Source: an optimization exercise on an open RTL-to-GDS flow (aim: small area and a short achievable clock period). Production flows keep margins and buffers that such runs may drop. RTL that was checked went through simulation tests only; none was proved equivalent to the original. Only the layout flow was run in run 1; the RTL was not checked for function there.

<file path="design/flow/constraint.sdc">
create_clock -name core_clock -period 10.0 [get_ports {clk}]
set_input_delay 2.0000 -clock core_clock [delete_from_list [all_inputs] [get_ports {clk}]]
set_output_delay 2.0000 -clock core_clock [all_outputs]
set_load 0.01 [all_outputs]
</file>
<file path="design/flow/flow/run.sh">
#!/bin/bash
# The standard layout (the standard.sh, unchanged synthesis and steps),
# with timing repair aimed at a 4 ns period: setup slack margin 6 ns against
# the design's 10 ns clock. All of make's output goes to standard.log.
set -euo pipefail
bash standard.sh SETUP_SLACK_MARGIN=6 finish > standard.log 2>&1
</file>
<file path="design/flow/standard.sh">
#!/bin/bash
# synth_recipe.tcl (not shown) runs the flow's synth.tcl, then flattens the netlist and writes it again
# the make line also repeats each setting of config.mk as NAME=value (left out here)
make -C /OpenROAD-flow-scripts/flow DESIGN_CONFIG=/design/flow/config.mk WORK_HOME=/design/flow/orfs CLKGATE_MAP_FILE= SYNTH_SCRIPT=/design/flow/synth_recipe.tcl "${@:-finish}"
</file>
<file path="design/flow/config.mk">
export PLATFORM = sky130hd
export DESIGN_NAME = pbit_lattice
export DESIGN_NICKNAME = pbit_lattice
export VERILOG_FILES = /design/flow/design.v
export SDC_FILE = /design/flow/constraint.sdc
export NUM_CORES = 4
export LEC_CHECK = 0
export CAP_MARGIN = 20
export CORE_MARGIN = 2
export CORE_UTILIZATION = 55
export CTS_CLUSTER_DIAMETER = 80
export CTS_CLUSTER_SIZE = 24
export SLEW_MARGIN = 20
export SYNTH_HIERARCHICAL = 1
export SYNTH_MINIMUM_KEEP_SIZE = 0
</file>
<file path="design/flow/design.v">
package PSL_pkg;
    localparam j_bit_width   = 6;   
    localparam h_bit_width   = 6;   
    localparam i_bit_width   = 6;   
    localparam RNG_bit_width = 32;  
endpackage : PSL_pkg
`timescale 1ns / 1ps
module lfsr_bit_n (rst, q, c, d);
input rst, q, c;
output d;
assign d = ~((rst | q) & c);
endmodule
module lfsr_bit_p (rst, q, c, d);
input rst, q, c;
output d;
assign d = (rst | q) & c;
endmodule
module wbit_n (ld, ldn, w, q, d);
input ld, ldn, w, q;
output d;
assign d = ~((ld | q) & (ldn | w));
endmodule
module wbit_p (ld, ldn, w, q, d);
input ld, ldn, w, q;
output d;
assign d = (ld | q) & (ldn | w);
endmodule
`timescale 1ns / 1ps
module LUT_bias (rn, base, p31, hk, le, lt, tinf);
input  [31:0] rn;
output [4:0]  base;
output [5:0]  p31;
output        hk, le, lt, tinf;
wire [31:0] r = ~rn;
wire [31:0] th;
assign th[0] = r[31];
assign th[1] = th[0] & r[30];
assign th[2] = th[1] & r[29];
assign th[3] = th[2] & r[28];
assign th[4] = th[3] & r[27];
assign th[5] = th[4] & r[26];
assign th[6] = th[5] & r[25];
assign th[7] = th[6] & r[24];
assign th[8] = th[7] & r[23];
assign th[9] = th[8] & r[22];
assign th[10] = th[9] & r[21];
assign th[11] = th[10] & r[20];
assign th[12] = th[11] & r[19];
assign th[13] = th[12] & r[18];
assign th[14] = th[13] & r[17];
assign th[15] = th[14] & r[16];
assign th[16] = th[15] & r[15];
assign th[17] = th[16] & r[14];
assign th[18] = th[17] & r[13];
assign th[19] = th[18] & r[12];
assign th[20] = th[19] & r[11];
assign th[21] = th[20] & r[10];
assign th[22] = th[21] & r[9];
assign th[23] = th[22] & r[8];
assign th[24] = th[23] & r[7];
assign th[25] = th[24] & r[6];
assign th[26] = th[25] & r[5];
assign th[27] = th[26] & r[4];
assign th[28] = th[27] & r[3];
assign th[29] = th[28] & r[2];
assign th[30] = th[29] & r[1];
assign th[31] = th[30] & r[0];
wire [32:0] oh;
assign oh[0] = ~r[31];
assign oh[1] = th[0] & ~r[30];
assign oh[2] = th[1] & ~r[29];
assign oh[3] = th[2] & ~r[28];
assign oh[4] = th[3] & ~r[27];
assign oh[5] = th[4] & ~r[26];
assign oh[6] = th[5] & ~r[25];
assign oh[7] = th[6] & ~r[24];
assign oh[8] = th[7] & ~r[23];
assign oh[9] = th[8] & ~r[22];
assign oh[10] = th[9] & ~r[21];
assign oh[11] = th[10] & ~r[20];
assign oh[12] = th[11] & ~r[19];
assign oh[13] = th[12] & ~r[18];
assign oh[14] = th[13] & ~r[17];
assign oh[15] = th[14] & ~r[16];
assign oh[16] = th[15] & ~r[15];
assign oh[17] = th[16] & ~r[14];
assign oh[18] = th[17] & ~r[13];
assign oh[19] = th[18] & ~r[12];
assign oh[20] = th[19] & ~r[11];
assign oh[21] = th[20] & ~r[10];
assign oh[22] = th[21] & ~r[9];
assign oh[23] = th[22] & ~r[8];
assign oh[24] = th[23] & ~r[7];
assign oh[25] = th[24] & ~r[6];
assign oh[26] = th[25] & ~r[5];
assign oh[27] = th[26] & ~r[4];
assign oh[28] = th[27] & ~r[3];
assign oh[29] = th[28] & ~r[2];
assign oh[30] = th[29] & ~r[1];
assign oh[31] = th[30] & ~r[0];
assign oh[32] = th[31];
wire [31:0] lsel;
assign lsel[0] = oh[1] | oh[10] | oh[17] | oh[20] | oh[23] | oh[25] | oh[28] | oh[30] | th[31];
assign lsel[1] = oh[1] | oh[4] | oh[11] | oh[14] | oh[17] | oh[21] | oh[24] | oh[25] | oh[28] | th[30];
assign lsel[2] = oh[1] | oh[3] | oh[8] | oh[15] | oh[18] | oh[20] | oh[21] | oh[23] | oh[24] | oh[25] | oh[28] | th[29];
assign lsel[3] = oh[1] | oh[5] | oh[7] | oh[10] | oh[12] | oh[14] | oh[15] | oh[17] | oh[20] | oh[21] | oh[23] | oh[24] | oh[25] | oh[27] | th[28];
assign lsel[4] = oh[3] | oh[5] | oh[7] | oh[10] | oh[14] | oh[18] | oh[21] | oh[23] | oh[25] | th[27];
assign lsel[5] = oh[1] | oh[4] | oh[5] | oh[17] | oh[25] | th[26];
assign lsel[6] = oh[3] | oh[4] | oh[5] | oh[8] | oh[11] | oh[12] | oh[14] | oh[15] | oh[17] | oh[21] | oh[24] | th[25];
assign lsel[7] = oh[1] | oh[3] | oh[4] | oh[7] | oh[11] | oh[12] | oh[15] | oh[17] | oh[21] | th[24];
assign lsel[8] = oh[1] | oh[4] | oh[5] | oh[10] | oh[11] | oh[12] | oh[15] | th[23];
assign lsel[9] = oh[1] | oh[3] | oh[10] | oh[14] | oh[15] | oh[18] | oh[20] | oh[21] | th[22];
assign lsel[10] = oh[1] | oh[4] | oh[8] | oh[11] | oh[14] | oh[15] | th[21];
assign lsel[11] = oh[3] | oh[10] | oh[12] | oh[17] | oh[18] | th[20];
assign lsel[12] = oh[8] | oh[17] | oh[18] | th[19];
assign lsel[13] = oh[1] | oh[3] | oh[4] | oh[7] | oh[8] | oh[12] | oh[15] | th[18];
assign lsel[14] = oh[3] | oh[4] | oh[5] | oh[7] | oh[8] | oh[10] | oh[12] | oh[15] | th[17];
assign lsel[15] = oh[1] | oh[3] | oh[4] | oh[8] | oh[12] | oh[15] | th[16];
assign lsel[16] = oh[3] | oh[4] | oh[5] | oh[7] | oh[8] | oh[12] | oh[14] | th[15];
assign lsel[17] = oh[1] | oh[3] | oh[4] | oh[11] | oh[12] | th[14];
assign lsel[18] = oh[1] | oh[5] | oh[8] | oh[10] | oh[12] | th[13];
assign lsel[19] = oh[3] | oh[4] | oh[7] | oh[8] | oh[11] | th[12];
assign lsel[20] = oh[3] | oh[4] | oh[8] | th[11];
assign lsel[21] = oh[1] | oh[3] | oh[5] | th[10];
assign lsel[22] = oh[3] | oh[4] | oh[5] | oh[7] | oh[8] | th[9];
assign lsel[23] = oh[4] | th[8];
assign lsel[24] = oh[1] | oh[3] | oh[4] | oh[5] | th[7];
assign lsel[25] = oh[1] | oh[4] | oh[5] | th[6];
assign lsel[26] = th[5];
assign lsel[27] = oh[1] | th[4];
assign lsel[28] = oh[1] | th[3];
assign lsel[29] = oh[1] | th[2];
assign lsel[30] = th[1];
assign lsel[31] = th[0];
wire [31:0] cg0, ce0;
assign cg0[0] = lsel[0] & rn[0];
assign ce0[0] = lsel[0] ^ rn[0];
assign cg0[1] = lsel[1] & rn[1];
assign ce0[1] = lsel[1] ^ rn[1];
assign cg0[2] = lsel[2] & rn[2];
assign ce0[2] = lsel[2] ^ rn[2];
assign cg0[3] = lsel[3] & rn[3];
assign ce0[3] = lsel[3] ^ rn[3];
assign cg0[4] = lsel[4] & rn[4];
assign ce0[4] = lsel[4] ^ rn[4];
assign cg0[5] = lsel[5] & rn[5];
assign ce0[5] = lsel[5] ^ rn[5];
assign cg0[6] = lsel[6] & rn[6];
assign ce0[6] = lsel[6] ^ rn[6];
assign cg0[7] = lsel[7] & rn[7];
assign ce0[7] = lsel[7] ^ rn[7];
assign cg0[8] = lsel[8] & rn[8];
assign ce0[8] = lsel[8] ^ rn[8];
assign cg0[9] = lsel[9] & rn[9];
assign ce0[9] = lsel[9] ^ rn[9];
assign cg0[10] = lsel[10] & rn[10];
assign ce0[10] = lsel[10] ^ rn[10];
assign cg0[11] = lsel[11] & rn[11];
assign ce0[11] = lsel[11] ^ rn[11];
assign cg0[12] = lsel[12] & rn[12];
assign ce0[12] = lsel[12] ^ rn[12];
assign cg0[13] = lsel[13] & rn[13];
assign ce0[13] = lsel[13] ^ rn[13];
assign cg0[14] = lsel[14] & rn[14];
assign ce0[14] = lsel[14] ^ rn[14];
assign cg0[15] = lsel[15] & rn[15];
assign ce0[15] = lsel[15] ^ rn[15];
assign cg0[16] = lsel[16] & rn[16];
assign ce0[16] = lsel[16] ^ rn[16];
assign cg0[17] = lsel[17] & rn[17];
assign ce0[17] = lsel[17] ^ rn[17];
assign cg0[18] = lsel[18] & rn[18];
assign ce0[18] = lsel[18] ^ rn[18];
assign cg0[19] = lsel[19] & rn[19];
assign ce0[19] = lsel[19] ^ rn[19];
assign cg0[20] = lsel[20] & rn[20];
assign ce0[20] = lsel[20] ^ rn[20];
assign cg0[21] = lsel[21] & rn[21];
assign ce0[21] = lsel[21] ^ rn[21];
assign cg0[22] = lsel[22] & rn[22];
assign ce0[22] = lsel[22] ^ rn[22];
assign cg0[23] = lsel[23] & rn[23];
assign ce0[23] = lsel[23] ^ rn[23];
assign cg0[24] = lsel[24] & rn[24];
assign ce0[24] = lsel[24] ^ rn[24];
assign cg0[25] = lsel[25] & rn[25];
assign ce0[25] = lsel[25] ^ rn[25];
assign cg0[26] = lsel[26] & rn[26];
assign ce0[26] = lsel[26] ^ rn[26];
assign cg0[27] = lsel[27] & rn[27];
assign ce0[27] = lsel[27] ^ rn[27];
assign cg0[28] = lsel[28] & rn[28];
assign ce0[28] = lsel[28] ^ rn[28];
assign cg0[29] = lsel[29] & rn[29];
assign ce0[29] = lsel[29] ^ rn[29];
assign cg0[31:30] = 2'b00;
assign ce0[31:30] = 2'b11;
wire c1_0g, c1_0e;
assign c1_0g = ~(cg0[1] | (ce0[1] & cg0[0]));
assign c1_0e = ~(ce0[1] & ce0[0]);
wire c1_1g, c1_1e;
assign c1_1g = ~(cg0[3] | (ce0[3] & cg0[2]));
assign c1_1e = ~(ce0[3] & ce0[2]);
wire c1_2g, c1_2e;
assign c1_2g = ~(cg0[5] | (ce0[5] & cg0[4]));
assign c1_2e = ~(ce0[5] & ce0[4]);
wire c1_3g, c1_3e;
assign c1_3g = ~(cg0[7] | (ce0[7] & cg0[6]));
assign c1_3e = ~(ce0[7] & ce0[6]);
wire c1_4g, c1_4e;
assign c1_4g = ~(cg0[9] | (ce0[9] & cg0[8]));
assign c1_4e = ~(ce0[9] & ce0[8]);
wire c1_5g, c1_5e;
assign c1_5g = ~(cg0[11] | (ce0[11] & cg0[10]));
assign c1_5e = ~(ce0[11] & ce0[10]);
wire c1_6g, c1_6e;
assign c1_6g = ~(cg0[13] | (ce0[13] & cg0[12]));
assign c1_6e = ~(ce0[13] & ce0[12]);
wire c1_7g, c1_7e;
assign c1_7g = ~(cg0[15] | (ce0[15] & cg0[14]));
assign c1_7e = ~(ce0[15] & ce0[14]);
wire c1_8g, c1_8e;
assign c1_8g = ~(cg0[17] | (ce0[17] & cg0[16]));
assign c1_8e = ~(ce0[17] & ce0[16]);
wire c1_9g, c1_9e;
assign c1_9g = ~(cg0[19] | (ce0[19] & cg0[18]));
assign c1_9e = ~(ce0[19] & ce0[18]);
wire c1_10g, c1_10e;
assign c1_10g = ~(cg0[21] | (ce0[21] & cg0[20]));
assign c1_10e = ~(ce0[21] & ce0[20]);
wire c1_11g, c1_11e;
assign c1_11g = ~(cg0[23] | (ce0[23] & cg0[22]));
assign c1_11e = ~(ce0[23] & ce0[22]);
wire c1_12g, c1_12e;
assign c1_12g = ~(cg0[25] | (ce0[25] & cg0[24]));
assign c1_12e = ~(ce0[25] & ce0[24]);
wire c1_13g, c1_13e;
assign c1_13g = ~(cg0[27] | (ce0[27] & cg0[26]));
assign c1_13e = ~(ce0[27] & ce0[26]);
wire c1_14g, c1_14e;
assign c1_14g = ~(cg0[29] | (ce0[29] & cg0[28]));
assign c1_14e = ~(ce0[29] & ce0[28]);
wire c1_15g, c1_15e;
assign c1_15g = ~(cg0[31] | (ce0[31] & cg0[30]));
assign c1_15e = ~(ce0[31] & ce0[30]);
wire c2_0g, c2_0e;
assign c2_0g = ~(c1_1g & (c1_1e | c1_0g));
assign c2_0e = ~(c1_1e | c1_0e);
wire c2_1g, c2_1e;
assign c2_1g = ~(c1_3g & (c1_3e | c1_2g));
assign c2_1e = ~(c1_3e | c1_2e);
wire c2_2g, c2_2e;
assign c2_2g = ~(c1_5g & (c1_5e | c1_4g));
assign c2_2e = ~(c1_5e | c1_4e);
wire c2_3g, c2_3e;
assign c2_3g = ~(c1_7g & (c1_7e | c1_6g));
assign c2_3e = ~(c1_7e | c1_6e);
wire c2_4g, c2_4e;
assign c2_4g = ~(c1_9g & (c1_9e | c1_8g));
assign c2_4e = ~(c1_9e | c1_8e);
wire c2_5g, c2_5e;
assign c2_5g = ~(c1_11g & (c1_11e | c1_10g));
assign c2_5e = ~(c1_11e | c1_10e);
wire c2_6g, c2_6e;
assign c2_6g = ~(c1_13g & (c1_13e | c1_12g));
assign c2_6e = ~(c1_13e | c1_12e);
wire c2_7g, c2_7e;
assign c2_7g = ~(c1_15g & (c1_15e | c1_14g));
assign c2_7e = ~(c1_15e | c1_14e);
wire c3_0g, c3_0e;
assign c3_0g = ~(c2_1g | (c2_1e & c2_0g));
assign c3_0e = ~(c2_1e & c2_0e);
wire c3_1g, c3_1e;
assign c3_1g = ~(c2_3g | (c2_3e & c2_2g));
assign c3_1e = ~(c2_3e & c2_2e);
wire c3_2g, c3_2e;
assign c3_2g = ~(c2_5g | (c2_5e & c2_4g));
assign c3_2e = ~(c2_5e & c2_4e);
wire c3_3g, c3_3e;
assign c3_3g = ~(c2_7g | (c2_7e & c2_6g));
assign c3_3e = ~(c2_7e & c2_6e);
wire c4_0g, c4_0e;
assign c4_0g = ~(c3_1g & (c3_1e | c3_0g));
assign c4_0e = ~(c3_1e | c3_0e);
wire c4_1g, c4_1e;
assign c4_1g = ~(c3_3g & (c3_3e | c3_2g));
assign c4_1e = ~(c3_3e | c3_2e);
wire c5_0g, c5_0e;
assign c5_0g = ~(c4_1g | (c4_1e & c4_0g));
assign c5_0e = ~(c4_1e & c4_0e);
assign le = c5_0g;
assign lt = c5_0g & c5_0e;
assign hk = oh[1] | oh[3] | oh[4] | oh[5] | oh[7] | oh[8] | oh[10] | oh[11] | oh[12] | oh[14] | oh[15] | oh[17] | oh[18] | oh[20] | oh[21] | oh[23] | oh[24] | oh[25] | oh[27] | oh[28] | oh[30];
assign tinf = oh[32];
assign base[0] = (th[0] & ~th[1]) | (th[3] & ~th[4]) | (th[5] & ~th[7]) | (th[8] & ~th[10]) | (th[11] & ~th[12]) | (th[14] & ~th[15]) | (th[17] & ~th[18]) | (th[20] & ~th[21]) | (th[23] & ~th[24]) | (th[25] & ~th[27]) | (th[28] & ~th[30]);
assign base[1] = (th[1] & ~th[4]) | (th[7] & ~th[10]) | (th[12] & ~th[15]) | (th[18] & ~th[21]) | (th[24] & ~th[27]) | (th[30]);
assign base[2] = (th[4] & ~th[10]) | (th[15] & ~th[21]) | (th[27]);
assign base[3] = (th[10] & ~th[21]);
assign base[4] = (th[21]);
assign p31[0] = (~th[0]) | (th[1] & ~th[3]) | (th[4] & ~th[5]) | (th[7] & ~th[8]) | (th[10] & ~th[11]) | (th[12] & ~th[14]) | (th[15] & ~th[17]) | (th[18] & ~th[20]) | (th[21] & ~th[23]) | (th[24] & ~th[25]) | (th[27] & ~th[28]) | (th[30]);
assign p31[1] = (~th[0]) | (th[3] & ~th[5]) | (th[8] & ~th[11]) | (th[14] & ~th[17]) | (th[20] & ~th[23]) | (th[25] & ~th[28]);
assign p31[2] = (~th[0]) | (th[5] & ~th[11]) | (th[17] & ~th[23]) | (th[28]);
assign p31[3] = (~th[0]) | (th[11] & ~th[23]);
assign p31[4] = (~th[0]) | (th[23]);
assign p31[5] = (th[0]);
endmodule
module cmp_leaf (a, bn, g, e);
input a, bn;
output g, e;
assign g = a & bn;
assign e = a ^ bn;
endmodule
module cmp_node_p (gh, eh, gl, el, g, e);
input gh, eh, gl, el;
output g, e;
assign g = ~(gh | (eh & gl));
assign e = ~(eh & el);
endmodule
module cmp_node_n (gh, eh, gl, el, g, e);
input gh, eh, gl, el;
output g, e;
assign g = ~(gh & (eh | gl));
assign e = ~(eh | el);
endmodule
`timescale 1ns / 1ps
module fadd (a, b, c, s, co);
input a, b, c;
output s, co;
assign s = a ^ b ^ c;
assign co = (a & b) | (a & c) | (b & c);
endmodule
module hadd (a, b, s, co);
input a, b;
output s, co;
assign s = a ^ b;
assign co = a & b;
endmodule
`timescale 1ns / 1ps
module pbit (s_in, h_n, J_n, nbase, p31, c1n, th_c2, tinf, first, r31n, en, keep, sq, d0, d1, d2);
input  [5:0]  s_in;
input  [5:0]  h_n;
input  [35:0] J_n;
input  [4:0]  nbase;
input  [5:0]  p31;
input         c1n, th_c2, tinf, first, r31n;
input         en, keep, sq;
output        d0, d1, d2;
wire co1, co2, co3;
wire [8:0] ra, rb;
wire t0_1 = ~(J_n[1] ^ s_in[0]);
wire t0_2 = ~(J_n[2] ^ s_in[0]);
wire t0_3 = ~(J_n[3] ^ s_in[0]);
wire t0_4 = ~(J_n[4] ^ s_in[0]);
wire t0_5 = J_n[5] ^ s_in[0];
wire ci0 = ~(J_n[0] | s_in[0]);
wire t1_1 = ~(J_n[7] ^ s_in[1]);
wire t1_2 = ~(J_n[8] ^ s_in[1]);
wire t1_3 = ~(J_n[9] ^ s_in[1]);
wire t1_4 = ~(J_n[10] ^ s_in[1]);
wire t1_5 = J_n[11] ^ s_in[1];
wire ci1 = ~(J_n[6] | s_in[1]);
wire t2_1 = ~(J_n[13] ^ s_in[2]);
wire t2_2 = ~(J_n[14] ^ s_in[2]);
wire t2_3 = ~(J_n[15] ^ s_in[2]);
wire t2_4 = ~(J_n[16] ^ s_in[2]);
wire t2_5 = J_n[17] ^ s_in[2];
wire ci2 = ~(J_n[12] | s_in[2]);
wire t3_1 = ~(J_n[19] ^ s_in[3]);
wire t3_2 = ~(J_n[20] ^ s_in[3]);
wire t3_3 = ~(J_n[21] ^ s_in[3]);
wire t3_4 = ~(J_n[22] ^ s_in[3]);
wire t3_5 = J_n[23] ^ s_in[3];
wire ci3 = ~(J_n[18] | s_in[3]);
wire t4_1 = ~(J_n[25] ^ s_in[4]);
wire t4_2 = ~(J_n[26] ^ s_in[4]);
wire t4_3 = ~(J_n[27] ^ s_in[4]);
wire t4_4 = ~(J_n[28] ^ s_in[4]);
wire t4_5 = J_n[29] ^ s_in[4];
wire ci4 = ~(J_n[24] | s_in[4]);
wire t5_1 = ~(J_n[31] ^ s_in[5]);
wire t5_2 = ~(J_n[32] ^ s_in[5]);
wire t5_3 = ~(J_n[33] ^ s_in[5]);
wire t5_4 = ~(J_n[34] ^ s_in[5]);
wire t5_5 = J_n[35] ^ s_in[5];
wire ci5 = ~(J_n[30] | s_in[5]);
wire hb5 = ~h_n[5];
wire fs1, fc1;
fadd fa1 (.a(h_n[1]), .b(ci0), .c(ci1), .s(fs1), .co(fc1));
wire fs2, fc2;
fadd fa2 (.a(ci2), .b(ci3), .c(ci4), .s(fs2), .co(fc2));
wire hs3, hc3;
hadd ha3 (.a(J_n[0]), .b(J_n[6]), .s(hs3), .co(hc3));
wire fs4, fc4;
fadd fa4 (.a(ci5), .b(t0_1), .c(t1_1), .s(fs4), .co(fc4));
wire fs5, fc5;
fadd fa5 (.a(t2_1), .b(t3_1), .c(t4_1), .s(fs5), .co(fc5));
wire fs6, fc6;
fadd fa6 (.a(h_n[2]), .b(t0_2), .c(t1_2), .s(fs6), .co(fc6));
wire fs7, fc7;
fadd fa7 (.a(t2_2), .b(t3_2), .c(t4_2), .s(fs7), .co(fc7));
wire hs8, hc8;
hadd ha8 (.a(t5_2), .b(fc1), .s(hs8), .co(hc8));
wire fs9, fc9;
fadd fa9 (.a(h_n[3]), .b(t0_3), .c(t1_3), .s(fs9), .co(fc9));
wire fs10, fc10;
fadd fa10 (.a(t2_3), .b(t3_3), .c(t4_3), .s(fs10), .co(fc10));
wire fs11, fc11;
fadd fa11 (.a(h_n[4]), .b(t0_4), .c(t1_4), .s(fs11), .co(fc11));
wire hs12, hc12;
hadd ha12 (.a(t2_4), .b(t3_4), .s(hs12), .co(hc12));
wire fs13, fc13;
fadd fa13 (.a(hb5), .b(t0_5), .c(t1_5), .s(fs13), .co(fc13));
wire hs14, hc14;
hadd ha14 (.a(t2_5), .b(t3_5), .s(hs14), .co(hc14));
wire fs15, fc15;
fadd fa15 (.a(J_n[12]), .b(J_n[18]), .c(J_n[24]), .s(fs15), .co(fc15));
wire fs16, fc16;
fadd fa16 (.a(t5_1), .b(hc3), .c(fs1), .s(fs16), .co(fc16));
wire hs17, hc17;
hadd ha17 (.a(fs2), .b(fs4), .s(hs17), .co(hc17));
wire fs18, fc18;
fadd fa18 (.a(fc2), .b(fc4), .c(fc5), .s(fs18), .co(fc18));
wire fs19, fc19;
fadd fa19 (.a(fs6), .b(fs7), .c(hs8), .s(fs19), .co(fc19));
wire fs20, fc20;
fadd fa20 (.a(t5_3), .b(fc6), .c(fc7), .s(fs20), .co(fc20));
wire fs21, fc21;
fadd fa21 (.a(fs9), .b(fs10), .c(hc8), .s(fs21), .co(fc21));
wire fs22, fc22;
fadd fa22 (.a(t4_4), .b(t5_4), .c(hs12), .s(fs22), .co(fc22));
wire fs23, fc23;
fadd fa23 (.a(fc9), .b(fc10), .c(fs11), .s(fs23), .co(fc23));
wire fs24, fc24;
fadd fa24 (.a(t4_5), .b(t5_5), .c(hc12), .s(fs24), .co(fc24));
wire fs25, fc25;
fadd fa25 (.a(hs14), .b(fc11), .c(fs13), .s(fs25), .co(fc25));
wire hs26, hc26;
hadd ha26 (.a(J_n[30]), .b(h_n[0]), .s(hs26), .co(hc26));
wire fs27, fc27;
fadd fa27 (.a(fc15), .b(fs5), .c(hs17), .s(fs27), .co(fc27));
wire fs28, fc28;
fadd fa28 (.a(hc17), .b(fc16), .c(fs18), .s(fs28), .co(fc28));
wire fs29, fc29;
fadd fa29 (.a(fc18), .b(fs20), .c(fc19), .s(fs29), .co(fc29));
wire fs30, fc30;
fadd fa30 (.a(fs22), .b(fc20), .c(fs23), .s(fs30), .co(fc30));
wire fs31, fc31;
fadd fa31 (.a(fc22), .b(fs24), .c(fc23), .s(fs31), .co(fc31));
wire fs32, fc32;
fadd fa32 (.a(hc14), .b(fc13), .c(fc24), .s(fs32), .co(fc32));
wire hs33, hc33;
hadd ha33 (.a(hs26), .b(hs3), .s(hs33), .co(hc33));
wire fs34, fc34;
fadd fa34 (.a(hc26), .b(fs16), .c(fs27), .s(fs34), .co(fc34));
wire fs35, fc35;
fadd fa35 (.a(fs19), .b(fc27), .c(fs28), .s(fs35), .co(fc35));
wire fs36, fc36;
fadd fa36 (.a(fs21), .b(fc28), .c(fs29), .s(fs36), .co(fc36));
wire fs37, fc37;
fadd fa37 (.a(fc21), .b(fs30), .c(fc29), .s(fs37), .co(fc37));
wire fs38, fc38;
fadd fa38 (.a(fs25), .b(fc30), .c(fs31), .s(fs38), .co(fc38));
wire fs39, fc39;
fadd fa39 (.a(fc25), .b(fs32), .c(fc31), .s(fs39), .co(fc39));
assign ra = {1'b0, fc39, fc38, fc37, fc36, fc35, fc34, hc33, hs33};
assign rb = {1'b0, fc32, fs39, fs38, fs37, fs36, fs35, fs34, fs15};
geq_t g1 (.a(ra[7:0]), .b(rb[7:0]), .k(nbase), .cin(c1n), .co(co1));
geq_n g2 (.a(ra[7:0]), .b(rb[7:0]), .k(p31), .cin(th_c2), .co(co2));
geq_z g3 (.a(ra[7:0]), .b(rb[7:0]), .cin(1'b0), .co(co3));
wire s_new = first ? r31n : ((~tinf & co1) | (co2 & ~co3));
wire d = (en & s_new) | (keep & sq);
assign d0 = d;
assign d1 = d;
assign d2 = d;
endmodule
module geq_t (a, b, k, cin, co);
input [7:0] a, b;
input [4:0] k;
input cin;
output co;
wire [7:0] s, c;
assign s[0] = a[0] ^ b[0] ^ k[0];
assign c[0] = (a[0] & b[0]) | (a[0] & k[0]) | (b[0] & k[0]);
assign s[1] = a[1] ^ b[1] ^ k[1];
assign c[1] = (a[1] & b[1]) | (a[1] & k[1]) | (b[1] & k[1]);
assign s[2] = a[2] ^ b[2] ^ k[2];
assign c[2] = (a[2] & b[2]) | (a[2] & k[2]) | (b[2] & k[2]);
assign s[3] = a[3] ^ b[3] ^ k[3];
assign c[3] = (a[3] & b[3]) | (a[3] & k[3]) | (b[3] & k[3]);
assign s[4] = a[4] ^ b[4] ^ k[4];
assign c[4] = (a[4] & b[4]) | (a[4] & k[4]) | (b[4] & k[4]);
assign s[5] = a[5] ^ b[5];
assign c[5] = a[5] & b[5];
assign s[6] = a[6] ^ b[6];
assign c[6] = a[6] & b[6];
assign s[7] = a[7] ^ b[7];
assign c[7] = a[7] & b[7];
wire [7:0] y = {c[6:0], 1'b0};
wire [7:0] g0 = s & y;
wire [7:0] p0 = s | y;
wire gg1 = g0[1] | (p0[1] & g0[0]);
wire pp1 = p0[1] & p0[0];
wire gg2 = g0[3] | (p0[3] & g0[2]);
wire pp2 = p0[3] & p0[2];
wire gg3 = g0[5] | (p0[5] & g0[4]);
wire pp3 = p0[5] & p0[4];
wire gg4 = g0[7] | (p0[7] & g0[6]);
wire pp4 = p0[7] & p0[6];
wire gg5 = gg2 | (pp2 & gg1);
wire pp5 = pp2 & pp1;
wire gg6 = gg4 | (pp4 & gg3);
wire pp6 = pp4 & pp3;
wire gg7 = gg6 | (pp6 & gg5);
wire pp7 = pp6 & pp5;
assign co = c[7] | gg7 | (pp7 & cin);
endmodule
module geq_n (a, b, k, cin, co);
input [7:0] a, b;
input [5:0] k;
input cin;
output co;
wire [7:0] s, c;
assign s[0] = a[0] ^ b[0] ^ k[0];
assign c[0] = (a[0] & b[0]) | (a[0] & k[0]) | (b[0] & k[0]);
assign s[1] = a[1] ^ b[1] ^ k[1];
assign c[1] = (a[1] & b[1]) | (a[1] & k[1]) | (b[1] & k[1]);
assign s[2] = a[2] ^ b[2] ^ k[2];
assign c[2] = (a[2] & b[2]) | (a[2] & k[2]) | (b[2] & k[2]);
assign s[3] = a[3] ^ b[3] ^ k[3];
assign c[3] = (a[3] & b[3]) | (a[3] & k[3]) | (b[3] & k[3]);
assign s[4] = a[4] ^ b[4] ^ k[4];
assign c[4] = (a[4] & b[4]) | (a[4] & k[4]) | (b[4] & k[4]);
assign s[5] = a[5] ^ b[5] ^ k[5];
assign c[5] = (a[5] & b[5]) | (a[5] & k[5]) | (b[5] & k[5]);
assign s[6] = a[6] ^ b[6];
assign c[6] = a[6] & b[6];
assign s[7] = a[7] ^ b[7];
assign c[7] = a[7] & b[7];
wire [7:0] y = {c[6:0], 1'b0};
wire [7:0] g0 = s & y;
wire [7:0] p0 = s | y;
wire gg1 = g0[1] | (p0[1] & g0[0]);
wire pp1 = p0[1] & p0[0];
wire gg2 = g0[3] | (p0[3] & g0[2]);
wire pp2 = p0[3] & p0[2];
wire gg3 = g0[5] | (p0[5] & g0[4]);
wire pp3 = p0[5] & p0[4];
wire gg4 = g0[7] | (p0[7] & g0[6]);
wire pp4 = p0[7] & p0[6];
wire gg5 = gg2 | (pp2 & gg1);
wire pp5 = pp2 & pp1;
wire gg6 = gg4 | (pp4 & gg3);
wire pp6 = pp4 & pp3;
wire gg7 = gg6 | (pp6 & gg5);
wire pp7 = pp6 & pp5;
assign co = c[7] | gg7 | (pp7 & cin);
endmodule
module geq_z (a, b, cin, co);
input [7:0] a, b;
input cin;
output co;
wire [7:0] s, c;
assign s[0] = a[0] ^ b[0];
assign c[0] = a[0] & b[0];
assign s[1] = a[1] ^ b[1];
assign c[1] = a[1] & b[1];
assign s[2] = a[2] ^ b[2];
assign c[2] = a[2] & b[2];
assign s[3] = a[3] ^ b[3];
assign c[3] = a[3] & b[3];
assign s[4] = a[4] ^ b[4];
assign c[4] = a[4] & b[4];
assign s[5] = ~(a[5] ^ b[5]);
assign c[5] = a[5] | b[5];
assign s[6] = a[6] ^ b[6];
assign c[6] = a[6] & b[6];
assign s[7] = a[7] ^ b[7];
assign c[7] = a[7] & b[7];
wire [7:0] y = {c[6:0], 1'b0};
wire [7:0] g0 = s & y;
wire [7:0] p0 = s | y;
wire gg1 = g0[1] | (p0[1] & g0[0]);
wire pp1 = p0[1] & p0[0];
wire gg2 = g0[3] | (p0[3] & g0[2]);
wire pp2 = p0[3] & p0[2];
wire gg3 = g0[5] | (p0[5] & g0[4]);
wire pp3 = p0[5] & p0[4];
wire gg4 = g0[7] | (p0[7] & g0[6]);
wire pp4 = p0[7] & p0[6];
wire gg5 = gg2 | (pp2 & gg1);
wire pp5 = pp2 & pp1;
wire gg6 = gg4 | (pp4 & gg3);
wire pp6 = pp4 & pp3;
wire gg7 = gg6 | (pp6 & gg5);
wire pp7 = pp6 & pp5;
assign co = c[7] | gg7 | (pp7 & cin);
endmodule
`timescale 1ns / 1ps
import PSL_pkg :: *;
module pbit_lattice (
    input  wire        clk,
    input  wire        rst,         
    input  wire        run,         
    input  wire [31:0] seed_mix,    
    input  wire        cfg_we,      
    input  wire [6:0]  cfg_addr,    
    input  wire [5:0]  cfg_wdata,   
    output wire [26:0] s            
);
localparam L = 3;
localparam N = L*L*L;
localparam [N*RNG_bit_width-1:0] SEEDS = {
        32'h55724a8a,
        32'hafa2d07c,
        32'h1121a14d,
        32'h8fde5639,
        32'h132a29cf,
        32'h27cd95a0,
        32'h26af91d1,
        32'ha71dba49,
        32'h5552da89,
        32'hdab4fcb8,
        32'h093f36eb,
        32'h8eca7365,
        32'h7965c0fe,
        32'h4d317c68,
        32'h022dd18d,
        32'h3c7ba9e3,
        32'h8be9794d,
        32'h3c95ad20,
        32'h819ed6b6,
        32'he7158a80,
        32'h21f64544,
        32'he06c85af,
        32'hbaec4ef7,
        32'h02ff349d,
        32'h4f876aa3,
        32'h9c2b9d9f,
        32'h2ae75e2e
};
reg [2:0] ph;
always @(posedge clk) begin
    if (rst) ph <= 3'b001;
    else ph <= {ph[1:0], ph[2]};
end
reg first;
always @(posedge clk) first <= rst;
reg [j_bit_width-1:0]   Js [0:3*N-1];    
reg [h_bit_width-1:0]   hs [0:N-1];
reg [RNG_bit_width-1:0] rs [0:N-1];
reg [N-1:0]             ss0, ss1, ss2;
wire [4*N-1:0] dec;
genvar a;
generate
for (a = 0; a < 4*N; a = a + 1) begin : gdec
    assign dec[a] = cfg_we && (cfg_addr == a);
end
endgenerate
wire [5:0] wd0 = rst ? 6'd0 : cfg_wdata;
wire [5:0] wd1 = ~wd0;
wire [31:0] rmixn1 = ~({32{rst}} & seed_mix);    
wire [31:0] rmixn0 = ~({32{rst}} & ~seed_mix);   
wire s_en   = run & ~rst;
wire s_keep = ~run & ~rst;
genvar x, y, z, d, b;
generate
for (z = 0; z < L; z = z + 1) begin : gz
  for (y = 0; y < L; y = y + 1) begin : gy
    localparam integer UA  = (L - (y+z)%L) % L;
    localparam integer A   = UA + L*y + L*L*z;
    localparam integer XP  = (UA+1)%L + L*y + L*L*z;
    localparam integer XM  = (UA+L-1)%L + L*y + L*L*z;
    localparam integer YP  = UA + L*((y+1)%L) + L*L*z;
    localparam integer YM  = UA + L*((y+L-1)%L) + L*L*z;
    localparam integer ZP  = UA + L*y + L*L*((z+1)%L);
    localparam integer ZM  = UA + L*y + L*L*((z+L-1)%L);
    wire s_d0, s_d1, s_d2;     
    wire [RNG_bit_width-1:0] r_next;
    localparam integer NX = (UA+1)%L + L*y + L*L*z;
    wire [4:0] t_base;
    wire [5:0] t_p31;
    wire t_hk, t_le, t_lt, t_tinf;
    LUT_bias lut (.rn(rs[NX]), .base(t_base), .p31(t_p31), .hk(t_hk), .le(t_le), .lt(t_lt), .tinf(t_tinf));
    reg [4:0] q_nbase;
    reg [5:0] q_p31;
    reg q_c1n, q_c2, q_tinf;
    always @(posedge clk) begin
        q_nbase <= ~t_base;
        q_p31   <= t_p31;
        q_c1n   <= ~(t_hk & t_le);
        q_c2    <= t_hk & t_lt;
        q_tinf  <= t_tinf;
    end
    pbit unit (
        .s_in({ss2[ZM], ss2[ZP], ss1[YM], ss1[YP], ss0[XM], ss0[XP]}),
        .h_n(hs[A]),
        .J_n({Js[3*ZM+2], Js[3*A+2], Js[3*YM+1], Js[3*A+1], Js[3*XM+0], Js[3*A+0]}),
        .nbase(q_nbase), .p31(q_p31), .c1n(q_c1n), .th_c2(q_c2), .tinf(q_tinf),
        .first(first), .r31n(~rs[A][31]),
        .en(s_en), .keep(s_keep), .sq(ss0[A]), .d0(s_d0), .d1(s_d1), .d2(s_d2));
    wire [RNG_bit_width-1:0] r_a = rs[A];
    assign r_next = {r_a[RNG_bit_width-2:0], ~(r_a[31] ^ r_a[21] ^ r_a[1] ^ r_a[0])};
    for (x = 0; x < L; x = x + 1) begin : gu
      localparam integer U   = x;
      localparam integer S   = U + L*y + L*L*z;
      localparam integer SRC = (U+1)%L + L*y + L*L*z;
      localparam integer X0  = (U+1)%L, X1 = (U+2)%L, X2 = U;
      localparam integer I0  = X0 + L*y + L*L*z, I1 = X1 + L*y + L*L*z, I2 = X2 + L*y + L*L*z;
      localparam POL  = (U == (UA+1)%L);
      localparam PSRC = (((U+1)%L) == (UA+1)%L);
      localparam INV  = POL ^ PSRC;
      localparam LPOL  = POL;
      localparam LPSRC = PSRC;
      localparam LINV  = LPOL ^ LPSRC;
      localparam [RNG_bit_width-1:0] SEED = SEEDS[S*RNG_bit_width +: RNG_bit_width];
      wire [RNG_bit_width-1:0] rq = (SRC == A) ? (r_next ^ {RNG_bit_width{LPSRC}}) : rs[SRC];
      wire [RNG_bit_width-1:0] rd;
      for (b = 0; b < RNG_bit_width; b = b + 1) begin : gb
        if (LINV) begin : n
          lfsr_bit_n g (.rst(rst), .q(rq[b]), .c((SEED[b] ^ LPOL) ? rmixn0[b] : rmixn1[b]), .d(rd[b]));
        end else begin : p
          lfsr_bit_p g (.rst(rst), .q(rq[b]), .c((SEED[b] ^ LPOL) ? rmixn1[b] : rmixn0[b]), .d(rd[b]));
        end
      end
      always @(posedge clk) rs[S] <= rd;
      if (SRC == A) begin : sa
        always @(posedge clk) begin
          ss0[S] <= s_d0;
          ss1[S] <= s_d1;
          ss2[S] <= s_d2;
        end
      end else if (S == A) begin : sc
        always @(posedge clk) ss0[S] <= rst ? 1'b0 : ss0[SRC];
      end else begin : sb
        always @(posedge clk) begin
          ss0[S] <= rst ? 1'b0 : ss0[SRC];
          ss1[S] <= rst ? 1'b0 : ss1[SRC];
          ss2[S] <= rst ? 1'b0 : ss2[SRC];
        end
      end
      wire hld = rst | (ph[0] & dec[3*N+I0]) | (ph[1] & dec[3*N+I1]) | (ph[2] & dec[3*N+I2]);
      wire [h_bit_width-1:0] hd;
      for (b = 0; b < h_bit_width; b = b + 1) begin : ghb
        if (INV) begin : n
          wbit_n g (.ld(hld), .ldn(~hld), .w(POL ? wd0[b] : wd1[b]), .q(hs[SRC][b]), .d(hd[b]));
        end else begin : p
          wbit_p g (.ld(hld), .ldn(~hld), .w(POL ? wd1[b] : wd0[b]), .q(hs[SRC][b]), .d(hd[b]));
        end
      end
      always @(posedge clk) hs[S] <= hd;
      for (d = 0; d < 3; d = d + 1) begin : gd
        wire jld = rst | (ph[0] & dec[3*I0+d]) | (ph[1] & dec[3*I1+d]) | (ph[2] & dec[3*I2+d]);
        wire [j_bit_width-1:0] jd;
        for (b = 0; b < j_bit_width; b = b + 1) begin : gjb
          if (INV) begin : n
            wbit_n g (.ld(jld), .ldn(~jld), .w(POL ? wd0[b] : wd1[b]), .q(Js[3*SRC+d][b]), .d(jd[b]));
          end else begin : p
            wbit_p g (.ld(jld), .ldn(~jld), .w(POL ? wd1[b] : wd0[b]), .q(Js[3*SRC+d][b]), .d(jd[b]));
          end
        end
        always @(posedge clk) Js[3*S+d] <= jd;
      end
      localparam integer Q0 = x + L*y + L*L*z;
      localparam integer Q1 = (x+L-1)%L + L*y + L*L*z;
      localparam integer Q2 = (x+L-2)%L + L*y + L*L*z;
      assign s[S] = (ph[0] & ss0[Q0]) | (ph[1] & ss0[Q1]) | (ph[2] & ss0[Q2]);
    end
  end
end
endgenerate
endmodule
</file>
==> results of run 1 <==
[flip-flops by register name, summed over array words and instances (netlist names)]
register	count
gz.gy.q_tinf	9
hs	162
ss2	18
gz.gy.q_c1n	9
Js	486
rs	864
ss1	18
first	1
ss0	27
gz.gy.q_nbase	45
gz.gy.q_c2	9
ph	3
gz.gy.q_p31	54
[per-stage QoR]
step | utilization [%] | hold WS (ns) | worst slack [ns] | std cells
detailed placement | 57.6 | 0.397 | 4.56 | 10400
floorplan | - | 0.389 | 5.80 | 8399
finish | 61.5 | 0.389 | 5.37 | 10600
global placement | 57.5 | 0.394 | 4.60 | 10400
CTS | 60.7 | 0.377 | 5.42 | 10600
global route | 61.5 | 0.409 | 5.26 | 10600
[final timing paths]
| path | to | slack, ns | depth (start not counted) |
|---|---|---|---|
| worst max register to register | ss1[12] | 5.37 | 15 |
| worst min-delay path | Js[63][4] | 0.39 | 1 |
| worst min register to register | Js[63][4] | 0.39 | 1 |
| worst max-delay path | ss1[12] | 5.37 | 15 |
[Yosys stat by module (local to each module, per instance)]
module        cell area, um2  flops+latches
pbit_lattice           39400           1705
LUT_bias                1800              0
pbit                     393              0
geq_n                    333              0
geq_t                    305              0
geq_z                    243              0
fadd                    20.0              0
hadd                    12.5              0
wbit_p                  8.76              0
lfsr_bit_p              7.51              0
wbit_n                  6.26              0
lfsr_bit_n              5.00              0
[worst max-delay path, stage by stage, from the launching register on]
cell and delay (ns):
dfxtp_4 0.40, buf_6 0.13, buf_4 0.14, xnor2_2 0.14
fa_2 0.46, fa_1 0.48, fa_1 0.54, fa_2 0.62
inv_1 0.08, fa_1 0.55, a31oi_1 0.10, nor2_1 0.13
a21oi_1 0.06, a21o_1 0.19, a221oi_2 0.30, o21ai_2 0.17
[routing by layer]
| layer | global-route usage, % | share of wire, % | up-vias |
|---|---|---|---|
| met4 | 23.2 | 7.0 | 12 |
| li1 | - | - | 31300 |
| met5 | 0 | 0.019 | - |
| met3 | 11.3 | 11 | 877 |
| met2 | 59.7 | 42 | 3906 |
| met1 | 53.8 | 40 | 35000 |
[cell type report]
type | instances | area [um2] | area share, %
Timing Repair inverter | 1 | 7.51 | 0.00814
Multi-Input combinational cell | 5915 | 47300 | 51.3
Clock buffer | 107 | 2600 | 2.82
Tap cell | 2016 | 2520 | 2.74
Timing Repair Buffer | 273 | 2550 | 2.76
Inverter | 548 | 2080 | 2.25
Sequential cell | 1705 | 34300 | 37.2
Clock inverter | 47 | 826 | 0.895
Antenna cell | 6 | 15.0 | 0.0163
[cells by family (layout without fill, tap and decap cells)]
| family | count (synthesis) | count (layout) | share of synthesized area, % |
|---|---|---|---|
| buffers and inverters | 779 | 976 | 3.96 |
| other | 9 | 15 | 0.0406 |
| adder cells (fa/ha/maj) | 837 | 837 | 16.0 |
| flip-flops | 1705 | 1705 | 41.0 |
| multiplexers | 4 | 4 | 0.0481 |
| AND/OR/NAND/NOR | 1756 | 1756 | 11.5 |
| XOR/XNOR | 297 | 297 | 3.13 |
| AO/OA/AOI/OAI | 3012 | 3012 | 24.2 |
[placed cells by master (no fill, tap or decap), types with 35 or more instances in the layout]
cell type        synthesis  routed
nand3_1                 84      75
nand4_1                 73      73
a221oi_2                 9      40
buf_4                   82     153
o21a_1                 309     309
nor2b_1                 85      85
fa_2                     0      67
o2111ai_1               36      35
ha_1                   432     432
o21ai_1                594     591
o22ai_1                511     507
nor3_1                 121     110
dfxtp_1               1705    1625
inv_1                  539     519
dfxtp_2                  0      35
xor2_1                  54      53
nor2_1                 511     485
a21oi_1                283     282
xnor2_1                243     208
fa_1                   387     320
o211ai_1                72      72
clkdlybuf4s50_1          0      43
and2_1                  41      40
o31ai_1                 47      45
a221o_1                 57      57
a21o_1                  47      47
a211oi_1                46      46
nand4b_1                40      40
clkbuf_16                0     102
o22a_1                 225     225
nand2b_1               110      88
or3_1                   55      55
nand2_1                304     280
o21ai_0                363     356
dfxtp_4                  0      45
[timing repair]
action,CTS,global route
hold endpoints to repair,0,0
pin swaps,56,102
gates cloned,6,1
gates resized for setup,319,233
setup buffers,59,36
setup endpoints to repair,801,717
==> results.json, run 1 <==
{
  "status": "timing/DRC/antenna clean",
  "synth_flop_cell": "dfxtp_1",
  "grt_usage_pct": 40.7,
  "yosysWarnings": 13,
  "period_minus_slack_ns": 4.63,
  "fmax_mhz": 216,
  "dieArea_um2": 154000,
  "ys_types": 102,
  "synth_edf_count": 0,
  "dp_hpwl_um": 234000,
  "io_pins": 76,
  "place_area_um2": 86300,
  "hold_path.class": "reg -> reg",
  "yosysTopAreaCell": "dfxtp_1",
  "drive_gt1_share_pct": 11.2,
  "h-tree-depth": 3,
  "end_kind": "flop",
  "final_cell_area_um2": 92200,
  "slew_headroom_pct": 19.5,
  "crit_type": "reg -> reg",
  "fin_crit_sh_pct": 46.3,
  "grt_pass1_wl_um": 462000,
  "clk_latency_ns": 0.77,
  "synthTopCellsByArea": "dfxtp_1 (41%), fa_1 (9.3%), ha_1 (6.5%)",
  "synth_seq_cells": 1705,
  "synth.most_common_cell": "dfxtp_1",
  "hold_buffers": 0,
  "cts_buffers": 100,
  "finalSetupViolCount": 0,
  "synth_top_area_share_pct": 41.0,
  "cp.arrival_ns": 5.26,
  "grt_max_degree": 176,
  "fillCellCount": 12800,
  "syn_avg_cell_area_um2": 9.90,
  "grt_antenna_before_repair": 27,
  "clock-root-buffer": "clkbuf_16",
  "fin_setup_tns_ns": 0,
  "skew_ns": 0.0562,
  "totalWireLength_um": 320000,
  "maxSlewViolCount": 0,
  "cts_buffer_depth": 3,
  "synth_commonest_cells": "dfxtp_1 (1705), o21ai_1 (594), inv_1 (539)",
  "clk_pin_slew_ns": 0.10,
  "vias": 71100,
  "cts_tree": "yes",
  "die_h_um": 393,
  "coreArea_um2": 150000,
  "postSynthCellCount": 8399,
  "clock_sinks": 1705,
  "firstDrtPassIters": 10,
  "start_util_pct": 55.5,
  "worstPathMaxFanout": 5,
  "floorplan.rows": 142,
  "async_flop_share_pct": 0,
  "syn_to_final_growth_pct": 10.9,
  "final_nets": 9412,
  "grt_pass1_vias": 68000,
  "crit_path_start_kind": "flop",
  "startpoint": "ss0[14]",
  "worstPathRequired_ns": 10.63,
  "tightest_slew_ns": 1.21,
  "hp-start": "Js[66][4]",
  "ant_nets": 0,
  "hold_viol_final": 0,
  "cap_violations": 0,
  "grt.overflow.total": 0,
  "die_w_um": 393,
  "viasPerCell": 6.69,
  "rsz0062_at_grt": "yes",
  "port_buffers": 75,
  "syn-num-nets": 9267,
  "r2r-start": "ss0[14]",
  "syn_area_um2": 83200,
  "avgRoutedWirePerCell_um": 30.1,
  "drc": 0,
  "place_congestion": 1.02,
  "yosysSeqAreaShare_pct": 41.0,
  "drtIter0Drc": 8070
}
==> inputs of run 2 (changes only) <==
--- a/design/flow/design.v
+++ b/design/flow/design.v
@@ -28,6 +28,5 @@
 `timescale 1ns / 1ps
-module LUT_bias (rn, base, p31, hk, le, lt, tinf);
+module LUT_bias (rn, base, hk, le, lt, tinf);
 input  [31:0] rn;
 output [4:0]  base;
-output [5:0]  p31;
 output        hk, le, lt, tinf;
@@ -299,8 +298,2 @@
 assign base[4] = (th[21]);
-assign p31[0] = (~th[0]) | (th[1] & ~th[3]) | (th[4] & ~th[5]) | (th[7] & ~th[8]) | (th[10] & ~th[11]) | (th[12] & ~th[14]) | (th[15] & ~th[17]) | (th[18] & ~th[20]) | (th[21] & ~th[23]) | (th[24] & ~th[25]) | (th[27] & ~th[28]) | (th[30]);
-assign p31[1] = (~th[0]) | (th[3] & ~th[5]) | (th[8] & ~th[11]) | (th[14] & ~th[17]) | (th[20] & ~th[23]) | (th[25] & ~th[28]);
-assign p31[2] = (~th[0]) | (th[5] & ~th[11]) | (th[17] & ~th[23]) | (th[28]);
-assign p31[3] = (~th[0]) | (th[11] & ~th[23]);
-assign p31[4] = (~th[0]) | (th[23]);
-assign p31[5] = (th[0]);
 endmodule
@@ -328,4 +321,6 @@
 output s, co;
-assign s = a ^ b ^ c;
-assign co = (a & b) | (a & c) | (b & c);
+wire t;
+xor_c x1 (.a(a), .b(b), .y(t));
+xor_c x2 (.a(t), .b(c), .y(s));
+maj_c m1 (.a(a), .b(b), .c(c), .y(co));
 endmodule
@@ -334,7 +329,22 @@
 output s, co;
-assign s = a ^ b;
-assign co = a & b;
+xor_c x1 (.a(a), .b(b), .y(s));
+and_c n1 (.a(a), .b(b), .y(co));
+endmodule
+module xor_c (a, b, y);
+input a, b;
+output y;
+assign y = a ^ b;
+endmodule
+module maj_c (a, b, c, y);
+input a, b, c;
+output y;
+assign y = (a & b) | (a & c) | (b & c);
+endmodule
+module and_c (a, b, y);
+input a, b;
+output y;
+assign y = a & b;
 endmodule
 `timescale 1ns / 1ps
-module pbit (s_in, h_n, J_n, nbase, p31, c1n, th_c2, tinf, first, r31n, en, keep, sq, d0, d1, d2);
+module pbit (s_in, h_n, J_n, base, c1n, th_c2, tinf, first, r31n, en, keep, sq, d0, d1, d2);
 input  [5:0]  s_in;
@@ -342,4 +352,3 @@
 input  [35:0] J_n;
-input  [4:0]  nbase;
-input  [5:0]  p31;
+input  [4:0]  base;
 input         c1n, th_c2, tinf, first, r31n;
@@ -348,2 +357,4 @@
 wire co1, co2, co3;
+wire [4:0] nbase = ~base;
+wire [5:0] p31 = {1'b0, base} + 6'd31;
 wire [8:0] ra, rb;
@@ -680,11 +691,8 @@
     wire [4:0] t_base;
-    wire [5:0] t_p31;
     wire t_hk, t_le, t_lt, t_tinf;
-    LUT_bias lut (.rn(rs[NX]), .base(t_base), .p31(t_p31), .hk(t_hk), .le(t_le), .lt(t_lt), .tinf(t_tinf));
-    reg [4:0] q_nbase;
-    reg [5:0] q_p31;
+    LUT_bias lut (.rn(rs[NX]), .base(t_base), .hk(t_hk), .le(t_le), .lt(t_lt), .tinf(t_tinf));
+    reg [4:0] q_base;
     reg q_c1n, q_c2, q_tinf;
     always @(posedge clk) begin
-        q_nbase <= ~t_base;
-        q_p31   <= t_p31;
+        q_base  <= t_base;
         q_c1n   <= ~(t_hk & t_le);
@@ -697,3 +705,3 @@
         .J_n({Js[3*ZM+2], Js[3*A+2], Js[3*YM+1], Js[3*A+1], Js[3*XM+0], Js[3*A+0]}),
-        .nbase(q_nbase), .p31(q_p31), .c1n(q_c1n), .th_c2(q_c2), .tinf(q_tinf),
+        .base(q_base), .c1n(q_c1n), .th_c2(q_c2), .tinf(q_tinf),
         .first(first), .r31n(~rs[A][31]),
==> design/flow/flow/run.sh (replaced) <==
#!/bin/bash
# The standard layout (the standard.sh, unchanged synthesis and steps),
# with timing repair aimed at a 3.5 ns period: setup slack margin 6.5 ns
# against the design's 10 ns clock. All of make's output goes to
# standard.log.
set -euo pipefail
bash standard.sh SETUP_SLACK_MARGIN=6.5 finish > standard.log 2>&1
==> results.json, run 2 <==
{
  "grt_pass1_wl_um": 473000,
  "hold_path.class": "reg -> reg",
  "fmax_mhz": 234,
  "cpMostUsedCell": "xor2_1",
  "synth_compound_area_share_pct": 22.8,
  "synth_commonest_cells": "dfxtp_1 (1651), xor2_1 (702), o21ai_1 (576)",
  "worstPathRequired_ns": 10.61,
  "grt.overflow.total": 0,
  "ant_nets": 0,
  "dieArea_um2": 157000,
  "wl_met3_um": 31600,
  "hold_viol_final": 0,
  "tightest_slew_ns": 1.15,
  "cts_tree": "yes",
  "vias": 75900,
  "synth_top_family_by_area": "compound AO/OA/AOI/OAI gates",
  "io_pins": 76,
  "grt_pass1_vias": 71400,
  "cts_buffers": 97,
  "top_layer_used": "met5",
  "firstDrtPassIters": 8,
  "synth_fa_ha_area_share_pct": 12.3,
  "path_delay_family": "adder cells",
  "syn-num-nets": 9485,
  "viasPerCell": 6.61,
  "synth_top_area_share_pct": 39.0,
  "crit_path_start_kind": "flop",
  "maxSlewViolCount": 0,
  "period_minus_slack_ns": 4.27,
  "finalSetupViolCount": 0,
  "avgRoutedWirePerCell_um": 28.7,
  "crit_buf_inv": 1,
  "h-tree-depth": 3,
  "dp_hpwl_um": 229000,
  "place_congestion": 1.04,
  "worstPathCellList": "xnor2_2 > xor2_1 > xor2_1 > xor2_1 > xor2_1 > xor2_1 > inv_1 > fa_1 > maj3_2 > maj3_2 > maj3_2 > o21ai_4 > a221oi_4 > o21ai_4",
  "grt_usage_pct": 39.9,
  "clk_latency_ns": 0.76,
  "synth_simple_gate_area_share_pct": 11.9,
  "clock-root-buffer": "clkbuf_16",
  "synth_edf_count": 0,
  "rsz0062_at_grt": "yes",
  "die_w_um": 397,
  "critPathMaxStageDelay_ns": 0.53,
  "route.met2.wl_um": 142000,
  "largest-register": "rs",
  "grt_max_degree": 192,
  "synth_xor_xnor_area_share_pct": 9.95,
  "die_h_um": 397,
  "layout_commonest_cell": "dfxtp_1",
  "port_buffers": 75,
  "skew_ns": 0.0382,
  "fin_setup_tns_ns": 0,
  "synth_flop_cell": "dfxtp_1",
  "synth_mux_area_share_pct": 0.122,
  "reg.largest.list": "rs x864, Js x486, hs x162",
  "syn_avg_cell_area_um2": 9.46,
  "largest_reg_flops": 864,
  "grt_antenna_before_repair": 7,
  "synth.most_common_cell": "dfxtp_1",
  "clk_pin_slew_ns": 0.09,
  "floorplan.rows": 144,
  "totalWireLength_um": 329000,
  "cts_buffer_depth": 3,
  "yosysSeqAreaShare_pct": 39.0,
  "ys_types": 106,
  "synthTopCellsByArea": "dfxtp_1 (39%), xor2_1 (7.3%), ha_1 (5.6%)",
  "final_cell_area_um2": 99900,
  "async_flop_share_pct": 0,
  "final_nets": 9917,
  "syn_to_final_growth_pct": 17.8,
  "insertedDiodeCount": 0,
  "crit_type": "reg -> reg",
  "place_area_um2": 88200,
  "synth_seq_cells": 1651,
  "coreArea_um2": 154000,
  "yosysWarnings": 13,
  "cpMaxStageDelayCell": "dfxtp_4",
  "start_util_pct": 55.2,
  "postSynthCellCount": 8959,
  "end_kind": "flop",
  "drc": 0,
  "drt-met1-wl_um": 132000,
  "fin_hold_ws_ns": 0.381,
  "drtIter0Drc": 8683,
  "clock_sinks": 1651,
  "cap_violations": 0,
  "drive_gt1_share_pct": 20.5,
  "fin_crit_sh_pct": 42.7,
  "worstPathMaxFanout": 7,
  "final_cell_mix": "dfxtp_1 (1485), xor2_1 (624), o21ai_1 (598), inv_1 (530), o22ai_1 (486)",
  "status": "timing/DRC/antenna clean",
  "cp.arrival_ns": 4.89,
  "slew_headroom_pct": 23.6,
  "syn_area_um2": 84800,
  "yosysTopAreaCell": "dfxtp_1"
}
run 2: cell types whose count changed in the layout (fill, tap and decap cells not counted), sizes merged, moves of 43 or more:
cell    change
and2       +64
buf       +262
dfxtp      -54
fa        -288
ha         -54
maj3      +315
nand2b     -43
nand4      +58
nor3       +69
o21ai     -104
or4        -45
xor2      +648
run 2: layout make-up:
type | count | area, um2
clock buffer | 106 | 2540
clock inverter | 43 | 653
fill | 12700 | 53600
inverter | 550 | 2100
multi-input combinational | 6543 | 53400
sequential | 1651 | 33400
tap | 2044 | 2560
timing repair buffer | 547 | 5230
timing repair inverter | 1 | 7.51
run 2: what timing repair did:
item	4_1_cts	5_1_grt
setup buffers	184	182
hold buffers	0	0
gates resized for setup	689	494
setup endpoints to repair	1585	698
pin swaps	153	213
cloned	21	17
run 2: through the flow:
stage	utilization, %	setup WS [ns]	std cells
floorplan	-	6.24	8959
global placement	57.4	4.70	10900
detailed placement	57.5	4.68	10900
CTS	62.5	5.73	11300
global route	65.1	5.66	11500
finish	65.1	5.73	11500
run 2: kinds of logic after synthesis:
group	after synthesis
AO/OA/AOI/OAI	2909
AND/OR/NAND/NOR	1828
flip-flops	1651
XOR/XNOR	963
adder cells (fa/ha/maj)	810
buffers and inverters	780
other	9
multiplexers	9
run 2: modules after synthesis (local to each module, per instance), excerpt:
module | cells | cell area [um2] | times used
xor_c | 1 | 8.76 | 639
geq_n | 43 | 333 | 9
wbit_n | 1 | 6.26 | 432
lfsr_bit_n | 1 | 5.00 | 576
LUT_bias | 269 | 1730 | 9
wbit_p | 1 | 8.76 | 216
lfsr_bit_p | 1 | 7.51 | 288
pbit | 66 | 453 | 9
maj_c | 1 | 11.3 | 288
geq_z | 31 | 243 | 9
run 2: final timing paths:
path                                 start          to  slack (ns)  depth (start not counted)
worst max register to register     ss1[23]     ss0[25]        5.73                         14
worst max-delay path               ss1[23]     ss0[25]        5.73                         14
worst min-delay path            rs[23][23]  rs[22][23]        0.38                          1
worst min register to register  rs[23][23]  rs[22][23]        0.38                          1
run 2: worst register-to-register path, cell delays in order, from the launching register on:
cell and delay, ns:
dfxtp_4 0.53, xnor2_2 0.20, xor2_1 0.20, xor2_1 0.25, xor2_1 0.22, xor2_1 0.27, xor2_1 0.29, inv_1 0.09
fa_1 0.46, maj3_2 0.31, maj3_2 0.32, maj3_2 0.34, o21ai_4 0.16, a221oi_4 0.13, o21ai_4 0.37
run 2: routing by layer:
layer	track usage (%)	up-vias
li1	-	33800
met1	52.2	37100
met2	61.0	3994
met3	8.30	992
met4	23.3	6
met5	0.123	-
==> inputs of run 3 (changes only) <==
--- a/design/flow/config.mk
+++ b/design/flow/config.mk
@@ -15 +15,2 @@
 export SYNTH_MINIMUM_KEEP_SIZE = 0
+export TNS_END_PERCENT = 10
==> results.json, run 3 <==
{
  "status": "timing/DRC/antenna clean",
  "synth_edf_count": 0,
  "cts_buffers": 91,
  "clock-root-buffer": "clkbuf_16",
  "layout_commonest_cell": "dfxtp_1",
  "start_util_pct": 55.2,
  "worstPathCellList": "xnor2_2 > xor2_1 > xor2_2 > xor2_2 > xor2_1 > xor2_1 > xor2_1 > inv_1 > fa_1 > o211a_1 > a2111oi_2 > a211o_1 > a21o_1 > a221oi_4 > o21ai_4",
  "syn_area_um2": 84800,
  "reg.largest.list": "rs x864, Js x486, hs x162",
  "cp.arrival_ns": 4.84,
  "final_cell_mix": "dfxtp_1 (1491), xor2_1 (604), o21ai_1 (589), inv_1 (531), o22ai_1 (493)",
  "ys_types": 106,
  "synth.most_common_cell": "dfxtp_1",
  "hold_viol_final": 0,
  "syn-num-nets": 9485,
  "finalSetupViolCount": 0,
  "clk_latency_ns": 0.76,
  "crit_path_start_kind": "flop",
  "stdcell_count": 11400,
  "dieArea_um2": 157000,
  "synth_flop_cell": "dfxtp_1",
  "grt_usage_pct": 38.4,
  "avgRoutedWirePerCell_um": 27.9,
  "cts_buffer_depth": 3,
  "firstDrtPassIters": 7,
  "cpMaxStageDelayCell": "fa_1",
  "largest-register": "rs",
  "viasPerCell": 6.55,
  "period_minus_slack_ns": 4.27,
  "synth_seq_cells": 1651,
  "place_area_um2": 88100,
  "yosysSeqAreaShare_pct": 39.0,
  "worstPathRequired_ns": 10.57,
  "fin_setup_tns_ns": 0,
  "grt_pass1_vias": 70400,
  "cap_violations": 0,
  "tightest_slew_ns": 1.14,
  "final_nets": 9827,
  "place_congestion": 0.992,
  "h-tree-depth": 3,
  "yosysWarnings": 13,
  "synth_commonest_cells": "dfxtp_1 (1651), xor2_1 (702), o21ai_1 (576)",
  "cts_tree": "yes",
  "grt_max_degree": 133,
  "totalWireLength_um": 318000,
  "port_buffers": 75,
  "hold_path.class": "reg -> reg",
  "dp_cells": 10900,
  "largest_reg_flops": 864,
  "clk_pin_slew_ns": 0.09,
  "die_h_um": 397,
  "cpMostUsedCell": "xor2_1",
  "crit_type": "reg -> reg",
  "clock_sinks": 1651,
  "drc": 0,
  "vias": 74600,
  "fin_crit_sh_pct": 42.7,
  "synth_top_area_share_pct": 39.0,
  "rsz0062_at_grt": "yes",
  "path_delay_family": "XOR/XNOR gates",
  "syn_to_final_growth_pct": 15.1,
  "floorplan.rows": 144,
  "drive_gt1_share_pct": 18.2,
  "postSynthCellCount": 8959,
  "yosysTopAreaCell": "dfxtp_1",
  "synthTopCellsByArea": "dfxtp_1 (39%), xor2_1 (7.3%), ha_1 (5.6%)",
  "fmax_mhz": 234,
  "async_flop_share_pct": 0,
  "drtIter0Drc": 8354,
  "die_w_um": 397,
  "critPathMaxStageDelay_ns": 0.54,
  "io_pins": 76,
  "dp_hpwl_um": 231000,
  "grt_antenna_before_repair": 7,
  "end_kind": "flop",
  "final_cell_area_um2": 97600,
  "ant_nets": 0,
  "coreArea_um2": 154000,
  "crit_buf_inv": 1,
  "dp_slack_ns": 4.28,
  "syn_avg_cell_area_um2": 9.46,
  "grt_pass1_wl_um": 457000,
  "skew_ns": 0.0469,
  "worstPathMaxFanout": 7,
  "maxSlewViolCount": 0,
  "setup_slack_ns": 5.73,
  "grt.overflow.total": 0,
  "slew_headroom_pct": 22.9
}
run 3: Yosys stat by module (local to each module, per instance), a selection:
module        flops+latches  times used
pbit_lattice           1651           1
lfsr_bit_p                0         288
LUT_bias                  0           9
geq_t                     0           9
geq_n                     0           9
xor_c                     0         639
and_c                     0          63
wbit_p                    0         216
geq_z                     0           9
pbit                      0           9
lfsr_bit_n                0         576
maj_c                     0         288
wbit_n                    0         432
run 3: cell type report:
type	instances	area, um2
diodes	1	2.50
repair inverters	1	5.00
repair buffers	474	4340
clock buffers	97	2340
well taps	2044	2560
flip-flops and latches	1651	33400
clock inverters	34	551
inverters	550	2100
fillers	12900	55900
multi-input cells	6532	52200
run 3: cell families (layout without fill, tap and decap cells):
| family | Yosys count | in the layout | share of synthesized area, % |
|---|---|---|---|
| buffers and inverters | 780 | 1156 | 3.84 |
| AND/OR/NAND/NOR | 1828 | 1832 | 11.9 |
| XOR/XNOR | 963 | 963 | 9.95 |
| other | 9 | 10 | 0.0398 |
| adder cells (fa/ha/maj) | 810 | 810 | 12.3 |
| multiplexers | 9 | 9 | 0.122 |
| AO/OA/AOI/OAI | 2909 | 2909 | 22.8 |
| flip-flops | 1651 | 1651 | 39.0 |
run 3: path summary, 6_finish.rpt:
| kind | start | slack [ns] | to | cells past startpoint |
|---|---|---|---|---|
| worst max-delay path | ss2[12] | 5.73 | ss0[23] | 15 |
| worst min-delay path | rs[17][11] | 0.40 | rs[16][11] | 1 |
| worst max register to register | ss2[12] | 5.73 | ss0[23] | 15 |
| worst min register to register | rs[17][11] | 0.40 | rs[16][11] | 1 |
run 3: routing by layer:
metal / part of all wire [%] / track usage [%] / up-vias
met5: 0.0079 / 0 / -
met4: 6.7 / 20.9 / 4
met3: 8.7 / 6.64 / 907
met2: 45 / 62.1 / 3764
met1: 39 / 48.9 / 36400
li1: - / - / 33600
run 3: repair_timing:
item	4_1_cts	5_1_grt
buffers inserted	61	222
hold buffers	0	0
cloned	6	13
setup endpoints to repair	1448	1138
resized for setup	292	639
hold endpoints to repair	0	0
pin swaps	57	257
run 3: stage by stage:
step / util (%) / hold WS, ns
2_1_floorplan: - / 0.389
3_3_place_gp: 57.4 / 0.394
3_5_place_dp: 57.4 / 0.397
4_1_cts: 60.3 / 0.400
5_1_grt: 63.6 / 0.409
6_report: 63.6 / 0.398

[separate check: timing with driven ports]
The results above use ideal ports. As a check the final layouts listed here were re-extracted and re-timed, cells and wires unchanged. Step 1 sets driving cells, clkbuf_16 on the clock port and buf_2 on the other inputs (assumed; they add their load-dependent delay and slew). Step 2 also shifts input and output timing later by t, the mid clock arrival at the registers, as if the neighbouring blocks saw the same clock. Slacks: ideal ports / drivers / drivers and shift; pairs: ideal ports / drivers.
run	t, ns	slack for setup (ns)	worst setup path after step 2	worst slew at a driven data input, ns	cell pins on the clock port's net
run 1	0.835	5.371 / 5.371 / 5.042	input to register	0.15	1
run 2	0.820	5.726 / 5.702 / 5.596	input to register	0.06	1
run 3	0.832	5.728 / 5.656 / 5.135	input to register	0.21	1
After both steps every run listed still meets setup and hold. The setup slack of run 3, which loses most, moves by -0.072 ns with the drivers and by -0.593 ns with both steps.
